What follows belongs to an exercise in optimizing a design on an open flow for small area and a short achievable clock period; a production flow would make more cautious choices. In this exercise RTL edits were held to simulation tests only and were not proved equivalent to the original.

==> flow/design.v (outline; a module is shown in full before it is edited, if it fits) <==
// module async_reg: 16 lines
// module tapped_delay_block: 21 lines
// module fir_n: 3548 lines
// module fa_cell: 4 lines
module fir_n(x_in, y_out, b, clk, ena, rst);
  // ...
==> flow/run.sh <==
#!/bin/bash
# synth_recipe.tcl (not shown) runs the flow's synth.tcl, then flattens the netlist and writes it again
# the make line also repeats each setting of config.mk as NAME=value (left out here)
make -C /OpenROAD-flow-scripts/flow DESIGN_CONFIG=/design/flow/config.mk WORK_HOME=/design/flow/orfs CLKGATE_MAP_FILE= SYNTH_SCRIPT=/design/flow/synth_recipe.tcl finish
==> flow/config.mk <==
export PLATFORM = sky130hd
export DESIGN_NAME = fir_n
export DESIGN_NICKNAME = fir_n
export VERILOG_FILES = /design/flow/design.v
export SDC_FILE = /design/flow/constraint.sdc
export NUM_CORES = 4
export LEC_CHECK = 0
export ABC_AREA = 1
export CAP_MARGIN = 20
export CORE_MARGIN = 2
export CORE_UTILIZATION = 40
export PLACE_DENSITY = 0.6
export SLEW_MARGIN = 20
export SYNTH_HIERARCHICAL = 1
export SYNTH_MINIMUM_KEEP_SIZE = 0
==> flow/constraint.sdc <==
create_clock -name core_clock -period 16.0 [get_ports {clk}]
set_input_delay 3.2000 -clock core_clock [delete_from_list [all_inputs] [get_ports {clk}]]
set_output_delay 3.2000 -clock core_clock [all_outputs]
set_load 0.01 [all_outputs]
==> reports/results.tsv, run 1 <==
stage	metric	value	unit
status	status	no timing/DRC/antenna violations	
cells_and_area	n_fill_cell	11640	
floorplan	rows	126	
synth	synth.top_cells.by_count	xor2_1 (1,018), o22ai_1 (972), fa_1 (962)	
setup_path	slowest_delay	640	ps
synth	synth_top_family_by_area	adder cells	
synth	synth_edf_count	0	
place	place_ws	730.7	ps
setup_path	cp_num_buf_inv	4	
setup_path	cp.arrival	12360	ps
min_path	whs_path_depth	2	
synth	ys_async_sr_fraction	100.0	%
synth	avgSynthCellArea	9.000	um^2
place	portBuffers	194	
drt	drt-met1-wl	86640	um
cells_and_area	num-clock-buffers	19	
sta	maxSlewHeadroom	21.88	%
clocking	cts_setup_buffers	0	
setup_path	r2r_end	s1[13]$_DFFE_PP0P_	
setup_path	cp_num_cells	24	
cells_and_area	final_common_cell	xor2_1	
synth	synth_top_cell_area_share	40.51	%
floorplan	die_w	348.7	um
synth	synth_compound_area_share	16.21	%
synth	synth_top_cells_by_area	fa_1 (41%), xor2_1 (19%), o22ai_1 (13%)	
setup_path	cp_top_family	adder cells	
==> run 2, diff against run 1 <==
==> flow/flow/run.sh (new file) <==
#!/bin/bash
# The standard layout (standard.sh), with one change: the port buffers are
# plain buf_2 cells instead of buffer_ports' default pick (a clock delay
# buffer, clkdlybuf4s50_1, which is slower and twice the area).
set -euo pipefail
export BUFFER_PORTS_ARGS="-buffer_cell sky130_fd_sc_hd__buf_2"
bash standard.sh > standard.log 2>&1
==> flow/standard.sh (new file) <==
#!/bin/bash
# synth_recipe.tcl (not shown) runs the flow's synth.tcl, then flattens the netlist and writes it again
# the make line also repeats each setting of config.mk as NAME=value (left out here)
make -C /OpenROAD-flow-scripts/flow DESIGN_CONFIG=/design/flow/config.mk WORK_HOME=/design/flow/orfs CLKGATE_MAP_FILE= SYNTH_SCRIPT=/design/flow/synth_recipe.tcl "${@:-finish}"
removed: flow/run.sh
==> reports/results.tsv, run 2 <==
stage	metric	value	unit	change
status	status	no timing/DRC/antenna violations		
drt	wirelength	238600	um	
drt	postRouteAntennaNets	0		
synth	ys.flop_type	dfrtp_1		
cells_and_area	final_common_cell	xor2_1		
synth	post_synth_num_cell_types	50		
floorplan	rows	126		unchanged
setup_path	reg2regPathDepth	3		
synth	synth-warning-count	7		
synth	synth_top_cells_by_area	fa_1 (41%), xor2_1 (19%), o22ai_1 (13%)		
global_route	grt_max_degree	74		
clocking	hold_buffers	0		
drt	drtPass1Iterations	6		
setup_path	reg2reg_slack	14010	ps	
sta	drv_slew	0		
synth	ys_seq_area_share	6.738	%	
setup_path	cp-start-kind	input port		
floorplan	die_h	348.7	um	
cells_and_area	drive_above_1_share	9.015	%	
setup_path	critical_path_required	12800	ps	
sta	rsz0062_at_grt	false		
place	post_dp_cell_area	49390	um^2	
clocking	cts-resized-gates	0		
synth	ys_async_sr_fraction	100.0	%	unchanged
global_route	grt_pass1_vias	42540		
sta	fmax	68.00	MHz	
drt	viasPerCell	6.485		
place	place_congestion	1.130		
clocking	cts-root-buf	clkbuf_16		
global_route	grt_use_total	39.12	%	
cells_and_area	n_fill_cell	11820		+1.6%
drt	drt_iter0_markers	7188		
clocking	cts_made_buffers	17		
setup_path	path_class	in2out		
synth	synth.top_cells.by_count	xor2_1 (1,018), o22ai_1 (972), fa_1 (962)		
setup_path	slowest_stage	o22ai_1		
sta	fin_skew	27.25	ps	
setup_path	r2r-start	s1[13]$_DFFE_PP0P_		
synth	synth_top_area_cell	fa_1		
synth	avgSynthCellArea	9.000	um^2	unchanged
min_path	whs_endpoint	s3[10]$_DFFE_PP0P_		
sta	fin_ws	1295	ps	
min_path	hold_path.startpoint	s2[10]$_DFFE_PP0P_		
floorplan	die_w	348.7	um	unchanged
sta	maxSlewHeadroom	19.44	%	-2.4 points
min_path	whs_path_depth	2		unchanged
clocking	clk_pin_slew	90	ps	
place	place_hpwl	187900	um	
synth	synth_fp_nets	6453		
drt	wl_per_cell	35.62	um	
drt	via_count	43450		
place	portBuffers	194		unchanged
clocking	cts_setup_buffers	0		unchanged
cells_and_area	utilization	42.43	%	
sta	setup-violations-final	0		
min_path	hp-class	reg2reg		
sta	worstMarginPinSlew	1200	ps	
sta	fin_crit	14700	ps	
cells_and_area	layout_common_cells	xor2_1 (1,018), o22ai_1 (972), fa_1 (962)		
drt	drc	0		
clocking	clockBufferDepth	2		
cells_and_area	postLayoutCellArea	50040	um^2	
sta	fin_tns_setup	0	ps	
clocking	clock_sink_count	128		
floorplan	core_area	117900	um^2	
setup_path	cp_max_fo	12		
clocking	cts_htree_levels	4		
run	cap_violations	0		
synth	synth_edf_count	0		unchanged
global_route	antenna_found_initial	4		
clocking	cts_tree	yes		
setup_path	cp.arrival	11500	ps	-860 ps
cells_and_area	area_growth	5.256	%	
setup_path	crit_path_end_kind	output port		
synth	netlist_area	47540	um^2	
setup_path	r2r_end	s1[13]$_DFFE_PP0P_		
global_route	grt_pass1_wl	333300	um	
place	placedCellCount	6661		
synth	synth_top_cell_area_share	40.51	%	unchanged
floorplan	ioPinCount	195		
floorplan	die_area	121600	um^2	
cells_and_area	nets	6316		
cells_and_area	final_cells	6699		
sta	hold_violations	0		
synth	syn_inst	5282		
floorplan	start_util	40.31	%	
clocking	clk_latency	580	ps	
global_route	grt_overflow_total	0		
sta	fin_crit_sh	91.91	%	
place	place_ws	1461	ps	+730.0 ps
setup_path	slowest_delay	700	ps	+60 ps
synth	synth.most_common_cell	xor2_1		
synth	synth-seq-cells	128		
-- run 2: cell counts after synthesis --
No cell type changed its count.
-- run 2: metal layers --
| metal | track usage, % | part of all wire (%) |
|---|---|---|
| met5 | 0 | 0 |
| met4 | 25.52 | 8.3 |
| met3 | 11.82 | 13 |
| met2 | 55.82 | 41 |
| met1 | 51.25 | 37 |
-- run 2: per-module statistics from Yosys (local to each module, per instance) --
module	flip-flops and latches	cells	area [um^2]	times used
fa_cell	0	1	20.02	961
fir_n	128	4321	28300	1
-- run 2: cell families after synthesis --
family / share of synthesized area, %
DFF: 6.738
muxes: 0.02106
buffers and inverters: 7.596
AOI/OAI and AO/OA: 16.21
and+or+nand+nor: 8.038
adders and majority gates: 41.72
xor gates and xnor gates: 19.67
-- run 2: how the worst max path moves through the flow --
| stage | cells after the start | slack [ps] | end | startpoint |
|---|---|---|---|---|
| after floorplan | 29 | 3030 | y_out[31] | b[34] |
| after global placement | 30 | 1500 | y_out[31] | b[38] |
| after detailed placement | 30 | 1460 | y_out[31] | b[32] |
| after CTS | 30 | 1440 | y_out[31] | b[32] |
| after global routing | 31 | 1060 | y_out[31] | b[32] |
| final | 29 | 1300 | y_out[31] | b[37] |
-- run 2: stage by stage --
step	hold WS [ps]
4_1_cts	517.5
5_1_grt	569.8
3_3_place_gp	503.3
3_5_place_dp	498.5
6_report	520.5
2_1_floorplan	474.2
-- run 2: critical path, delay by kind of cell --
kind | cells | cell delay (ps)
AO/OA/AOI/OAI | 1 | 700
XOR/XNOR | 1 | 180
adder cells (fa/ha/maj) | 10 | 4810
buffers and inverters | 4 | 840
AND/OR/NAND/NOR | 13 | 1730
-- run 2: cell type report --
class,instances,area (um^2),area share [%]
Multi-Input combinational cell,4250,40750,81.44
Sequential cell,128,3212,6.419
Tap cell,1536,1922,3.841
Timing Repair Buffer,316,1903,3.803
Inverter,432,1629,3.256
Clock buffer,18,429.2,0.8577
Clock inverter,14,180.2,0.3601
Antenna cell,5,12.51,0.02501

[afterwards: timing with drivers on the ports]
No port has a modelled driver above. Below, the same layouts with a new extraction and two added sets of constraints.
Step 1: set_driving_cell puts a clkbuf_16 on clk and a buf_2 on each other input, an assumption about the parent block.
Step 2 adds t to the input delays and takes it off the output delays; t is the mean of the earliest and latest rising clock arrival at the registers after step 1. Input paths then give back, and output paths get back, about the clock's delay inside the block.
a / b / c = no drivers / after step 1 / after step 2; a / b = the first two.
| run | t, ns | setup slack, ns | clock arrival spread, ns | slew at the worst register clock pin (ns) |
|---|---|---|---|---|
| run 1 | 0.615 | 0.440 / 0.403 / 0.403 | 0.028 / 0.028 | 0.10 / 0.10 |
| run 2 | 0.647 | 1.295 / 1.272 / 1.272 | 0.029 / 0.029 | 0.09 / 0.09 |
After both steps setup and hold are still met in every run listed. For run 1, which loses most, drivers alone change the setup slack by -0.037 ns; drivers and shift together by -0.037 ns.
